Background: an optimization exercise with open tools, aiming at small area, a short achievable clock period and few clock cycles. Do not read the settings as production practice. The RTL was checked by simulation tests, not by an equivalence proof against the original design. No activity file was given, so power comes from the tool's default toggle rates.

==> flow/design.v <==
module seed_lut(input [5:0] d, output [2:0] q0, output [9:0] r0);
function [12:0] seed;
	input [5:0] d;
	case (d)
		6'd0: seed = {3'd0, 10'd1023};
		6'd1: seed = {3'd1, 10'd0};
		6'd2: seed = {3'd1, 10'd1};
		6'd3: seed = {3'd1, 10'd2};
		6'd4: seed = {3'd2, 10'd1019};
		6'd5: seed = {3'd2, 10'd1020};
		6'd6: seed = {3'd2, 10'd1021};
		6'd7: seed = {3'd2, 10'd1022};
		6'd8: seed = {3'd2, 10'd1023};
		6'd9: seed = {3'd3, 10'd0};
		6'd10: seed = {3'd3, 10'd1};
		6'd11: seed = {3'd3, 10'd2};
		6'd12: seed = {3'd3, 10'd3};
		6'd13: seed = {3'd3, 10'd4};
		6'd14: seed = {3'd3, 10'd5};
		6'd15: seed = {3'd3, 10'd6};
		6'd16: seed = {3'd4, 10'd1015};
		6'd17: seed = {3'd4, 10'd1016};
		6'd18: seed = {3'd4, 10'd1017};
		6'd19: seed = {3'd4, 10'd1018};
		6'd20: seed = {3'd4, 10'd1019};
		6'd21: seed = {3'd4, 10'd1020};
		6'd22: seed = {3'd4, 10'd1021};
		6'd23: seed = {3'd4, 10'd1022};
		6'd24: seed = {3'd4, 10'd1023};
		6'd25: seed = {3'd5, 10'd0};
		6'd26: seed = {3'd5, 10'd1};
		6'd27: seed = {3'd5, 10'd2};
		6'd28: seed = {3'd5, 10'd3};
		6'd29: seed = {3'd5, 10'd4};
		6'd30: seed = {3'd5, 10'd5};
		6'd31: seed = {3'd5, 10'd6};
		6'd32: seed = {3'd5, 10'd7};
		6'd33: seed = {3'd5, 10'd8};
		6'd34: seed = {3'd5, 10'd9};
		6'd35: seed = {3'd5, 10'd10};
		6'd36: seed = {3'd6, 10'd1011};
		6'd37: seed = {3'd6, 10'd1012};
		6'd38: seed = {3'd6, 10'd1013};
		6'd39: seed = {3'd6, 10'd1014};
		6'd40: seed = {3'd6, 10'd1015};
		6'd41: seed = {3'd6, 10'd1016};
		6'd42: seed = {3'd6, 10'd1017};
		6'd43: seed = {3'd6, 10'd1018};
		6'd44: seed = {3'd6, 10'd1019};
		6'd45: seed = {3'd6, 10'd1020};
		6'd46: seed = {3'd6, 10'd1021};
		6'd47: seed = {3'd6, 10'd1022};
		6'd48: seed = {3'd6, 10'd1023};
		6'd49: seed = {3'd7, 10'd0};
		6'd50: seed = {3'd7, 10'd1};
		6'd51: seed = {3'd7, 10'd2};
		6'd52: seed = {3'd7, 10'd3};
		6'd53: seed = {3'd7, 10'd4};
		6'd54: seed = {3'd7, 10'd5};
		6'd55: seed = {3'd7, 10'd6};
		6'd56: seed = {3'd7, 10'd7};
		6'd57: seed = {3'd7, 10'd8};
		6'd58: seed = {3'd7, 10'd9};
		6'd59: seed = {3'd7, 10'd10};
		6'd60: seed = {3'd7, 10'd11};
		6'd61: seed = {3'd7, 10'd12};
		6'd62: seed = {3'd7, 10'd13};
		6'd63: seed = {3'd7, 10'd14};
	endcase
endfunction
assign {q0, r0} = seed(d);
endmodule
module pair_mux(input [2:0] cnt, input [19:0] d, output reg [1:0] pr);
always @(*)
	case (cnt)
		3'd0: pr = d[13:12];
		3'd1: pr = d[11:10];
		3'd2: pr = d[9:8];
		3'd3: pr = d[7:6];
		3'd4: pr = d[5:4];
		3'd5: pr = d[3:2];
		default: pr = d[1:0];
	endcase
endmodule
module nr_step(
	input [9:0] r, input [9:0] q, input [1:0] p, input neg,
	output [9:0] r_n, output [9:0] q_n
);
wire [9:0] a = r;
wire [9:0] b = {~neg, q[8:1] ^ {8{~neg}}, 1'b0};
wire ci = |p;
wire [9:0] h = a ^ b;
wire [9:0] g0 = (a & b) | {9'd0, h[0] & ci};
wire [9:0] p0 = h;
wire [9:0] g1 = g0 | (p0 & {g0[8:0], 1'b0});
wire [9:0] p1 = p0 & {p0[8:0], 1'b0};
wire [9:0] g2 = g1 | (p1 & {g1[7:0], 2'b0});
wire [9:0] p2 = p1 & {p1[7:0], 2'b0};
wire [9:0] g3 = g2 | (p2 & {g2[5:0], 4'b0});
wire [9:0] p3 = p2 & {p2[5:0], 4'b0};
wire [9:0] g4 = g3 | (p3 & {g3[1:0], 8'b0});
wire [9:0] hi = h ^ {g4[8:0], ci};
assign r_n = {hi[7:0], p - 2'd1};
assign q_n = {q[8:0], ~hi[9]};
endmodule
module rs_cudu_v2(
	input clock, reset,
	input sqrt_start, input [19:0] data_in,
	output sqrt_done, output [9:0] data_out
);
reg [2:0] cnt;		 
reg [9:0] q;		 
reg [9:0] r;		 
reg [1:0] pr;		 
reg neg;		 
reg done;
assign sqrt_done = done;
assign data_out = q;
wire [2:0] q0;
wire [9:0] r0;
seed_lut u_seed (.d(data_in[19:14]), .q0(q0), .r0(r0));
wire [9:0] rc [0:1];
wire [9:0] qc [0:1];
assign rc[0] = r;
assign qc[0] = q;
nr_step s0 (.r(rc[0]), .q(qc[0]), .p(pr[1:0]), .neg(neg), .r_n(rc[1]), .q_n(qc[1]));
wire [9:0] r_n = rc[1];
wire [9:0] q_n = qc[1];
always @(posedge clock, posedge reset)
	if (reset) cnt <= 3'd0;
	else if (sqrt_start) cnt <= 3'd1;
	else if (cnt != 3'd0) cnt <= cnt + 3'd1;
always @(posedge clock, posedge reset)
	if (reset) done <= 1'b0;
	else done <= (cnt == 3'd6);
wire [1:0] pr_n;
pair_mux u_pair (.cnt(cnt), .d(data_in), .pr(pr_n));
always @(posedge clock) begin
	if (sqrt_start) begin
		q <= {7'd0, q0};
		r <= r0;
		neg <= ~q0[0];
	end else begin
		if (cnt != 3'd0) q <= q_n;
		r <= r_n;
		neg <= ~q_n[0];
	end
	pr <= pr_n;
end
endmodule
==> flow/config.mk <==
export PLATFORM = sky130hd
export DESIGN_NAME = rs_cudu_v2
export DESIGN_NICKNAME = rs_cudu_v2
export VERILOG_FILES = /design/flow/design.v
export SDC_FILE = /design/flow/constraint.sdc
export NUM_CORES = 4
export LEC_CHECK = 0
export CAP_MARGIN = 20
export CORE_MARGIN = 2
export CORE_UTILIZATION = 40
export SETUP_SLACK_MARGIN = 2.7
export SLEW_MARGIN = 20
==> flow/constraint.sdc <==
create_clock -name core_clock -period 5.0 [get_ports {clock}]
set_input_delay 1.0000 -clock core_clock [delete_from_list [all_inputs] [get_ports {clock}]]
set_output_delay 1.0000 -clock core_clock [all_outputs]
set_load 0.01 [all_outputs]
standard.sh (not shown) runs the stock make flow with config.mk's settings and CLKGATE_MAP_FILE= SYNTH_SCRIPT=/design/flow/synth_recipe.tcl, a recipe that flattens the netlist after the stock synthesis.
==> flow/flow/run.sh <==
#!/bin/bash
# The standard layout, with plain buf_1 cells as the port buffers.
set -euo pipefail
export BUFFER_PORTS_ARGS="-buffer_cell sky130_fd_sc_hd__buf_1"
bash standard.sh > make_finish.log 2>&1
The baseline went through all stages and came out clean.
Testbench counts at the start, summed over its fixed seeds: cycles 32,008.
==> next run, changes <==
CORE_UTILIZATION = 55   (was 40)
CTS_BUF_LIST = sky130_fd_sc_hd__clkbuf_8   (was not set)
SETUP_SLACK_MARGIN = 2.8   (was 2.7)
What happened: The new run passed the timing, design-rule and antenna checks. Non-clock buffer count is unchanged. Sequential power is about the same. Maximum frequency goes down by 0.57%. Via count is higher by about 4%. Worst setup slack is worse by 0.012 ns. Routed wire length barely changes. Global-route usage grows by 5.2 points.
==> next run, changes <==
CORE_UTILIZATION = 40   (was 55)
CTS_BUF_LIST = not set   (was sky130_fd_sc_hd__clkbuf_8)
The new run completed without violations.
Cell count went up by about 8%.
Worst setup slack gains 0.0091 ns.
Total power stays flat.
Critical path depth falls by 5.
Design area increases by about 1.6%.
Clock-buffer cell count is unchanged.
==> next run, changes <==
CORE_UTILIZATION = 48   (was 40)
CTS_BUF_LIST = sky130_fd_sc_hd__clkbuf_8   (was not set)
After rerunning: The new run passed the timing, design-rule and antenna checks. Synthesized area stays the same. Clock-buffer cell count is unchanged. Final area rose by 0.40%. Register-to-register slack gets worse by 0.04 ns. Setup slack gets worse by 0.022 ns. Core utilization rose by 9.6 points. Via count rose by 2.3%.

* * *

## job 5312
Another version of the RTL of rs_cudu_v2 (not shown whole).
Size: about 190 cells after synthesis, ~0.0017 sq mm of cells after synthesis.
==> flow/config.mk <==
export PLATFORM = sky130hd
export DESIGN_NAME = rs_cudu_v2
export DESIGN_NICKNAME = rs_cudu_v2
export VERILOG_FILES = /design/flow/design.v
export SDC_FILE = /design/flow/constraint.sdc
export NUM_CORES = 4
export LEC_CHECK = 0
export CAP_MARGIN = 20
export CORE_MARGIN = 2
export CORE_UTILIZATION = 40
export SETUP_SLACK_MARGIN = 2.9
export SLEW_MARGIN = 20
==> flow/constraint.sdc <==
create_clock -name core_clock -period 5.0 [get_ports {clock}]
set_input_delay 1.0000 -clock core_clock [delete_from_list [all_inputs] [get_ports {clock}]]
set_output_delay 1.0000 -clock core_clock [all_outputs]
set_load 0.01 [all_outputs]
Scripts as last shown in full above: flow/flow/run.sh
Testbench counts of job 5312, summed over its fixed seeds: cycles 32,008.
The inputs of job 7115 differ from those of job 5312 as listed below.
- SETUP_SLACK_MARGIN changed from 2.9 to 2.8
==> flow/run.sh (new file) <==
#!/bin/bash
# synth_recipe.tcl (not shown) runs the flow's synth.tcl, then flattens the netlist and writes it again
# the make line also repeats each setting of config.mk as NAME=value (left out here)
make -C /OpenROAD-flow-scripts/flow DESIGN_CONFIG=/design/flow/config.mk WORK_HOME=/design/flow/orfs CLKGATE_MAP_FILE= SYNTH_SCRIPT=/design/flow/synth_recipe.tcl finish
removed: flow/flow/run.sh
removed: flow/standard.sh
### Flow results
Job 7115 vs job 5312 on cell-internal power: job 7115 is the higher one.
From job 7115 to job 5312, clock net sink count did not move at all.
Cmp job 7115 vs job 5312: multi-input logic portion of the cell area lower in job 7115
From job 5312 to job 7115, fraction of registers with async set or reset after synthesis did not move at all.
On global placement routability congestion: job 7115 sits above job 5312.
Utilization delta for job 7115 relative to job 5312: 6.3 points higher
Sort job 5312 and job 7115 by worst-case hold slack, descending, and job 5312 comes first.
Changes in job 4235 relative to job 7115:
- an added ABC_CLOCK_PERIOD_IN_PS of 2000
==> flow/flow/run.sh (new file) <==
#!/bin/bash
# The standard layout, with plain buf_1 cells as the port buffers.
set -euo pipefail
export BUFFER_PORTS_ARGS="-buffer_cell sky130_fd_sc_hd__buf_1"
bash standard.sh > make_finish.log 2>&1
==> flow/standard.sh (new file) <==
#!/bin/bash
# synth_recipe.tcl (not shown) runs the flow's synth.tcl, then flattens the netlist and writes it again
# the make line also repeats each setting of config.mk as NAME=value (left out here)
make -C /OpenROAD-flow-scripts/flow DESIGN_CONFIG=/design/flow/config.mk WORK_HOME=/design/flow/orfs CLKGATE_MAP_FILE= SYNTH_SCRIPT=/design/flow/synth_recipe.tcl "${@:-finish}"
removed: flow/run.sh
### Flow results
Taking job 7115 as the reference, in job 4235 power after layout fell by 8.7%; part of the total power dissipated in the clock network rose by 0.7 points; worst setup slack rose by 0.063 ns. Switching share of total power: job 4235 < job 7115. The core of job 4235 is less densely filled than that of job 7115. Post-route met1 wirelength in job 4235 vs job 7115: down 180 um. NOTE: worst-case setup slack after placement in job 4235 exceeds that of job 7115. Against job 7115 as the reference, job 4235 delivers a lower wire length.
What job 1202 does differently from job 4235 at the input level:
- ABC_CLOCK_PERIOD_IN_PS removed (was 2000)
Notes after the runs:
From job 4235 to job 1202, core utilization did not move at all. Per the final summary, job 1202 finished and its layout is clean on timing, DRC and antenna. Having completed the whole flow, job 4235 delivered a layout that passed the timing, design-rule and antenna checks. From job 4235 to job 1202, met3 track demand over resource in global routing did not move at all. Taking job 4235 as the reference, in job 1202 clock skew stayed essentially flat, highest clock frequency the design can meet stayed essentially flat, die area stayed essentially flat. As far as worst setup slack goes, job 4235 and job 1202 are indistinguishable; the numbers are identical. Comparing job 1202 against job 4235, there is no change at all in number of input and output port buffers inserted. Delta (job 1202 minus job 4235): area growth from synthesis to layout flat, non-clock buffer instance count of the final layout flat, total power flat.

==> afterwards: timing with drivers on the ports <==
No port has a modelled driver above. Below, the same layouts with a new extraction and two added sets of constraints.
Step 1 sets driving cells, clkbuf_16 on the clock port and buf_2 on the other inputs (assumed; they add their load-dependent delay and slew).
Step 2 times the ports against the registers' clock, not the clock port: input delays grow and output delays shrink by t, the midpoint of the rising clock arrivals with the driver on.
Three values: ideal, step 1, step 2; two values: the first two.
run	t (ns)	slack for setup (ns)	worst slew at a driven data input, ns
the first run of note 1	0.302	2.913 / 2.913 / 2.687	0.03
the second run of note 1	0.299	2.901 / 2.901 / 2.679	0.03
the third run of note 1	0.303	2.911 / 2.914 / 2.611	0.03
the fourth run of note 1	0.292	2.889 / 2.889 / 2.662	0.03
job 5312	0.297	2.915 / 2.915 / 2.693	0.03
job 7115	0.295	2.850 / 2.854 / 2.558	0.03
job 4235	0.299	2.913 / 2.914 / 2.615	0.03
job 1202	0.299	2.913 / 2.914 / 2.615	0.03
After both steps every run listed still meets setup and hold. For the third run of note 1, which loses most, drivers alone change the setup slack by +0.003 ns; drivers and shift together by -0.300 ns.
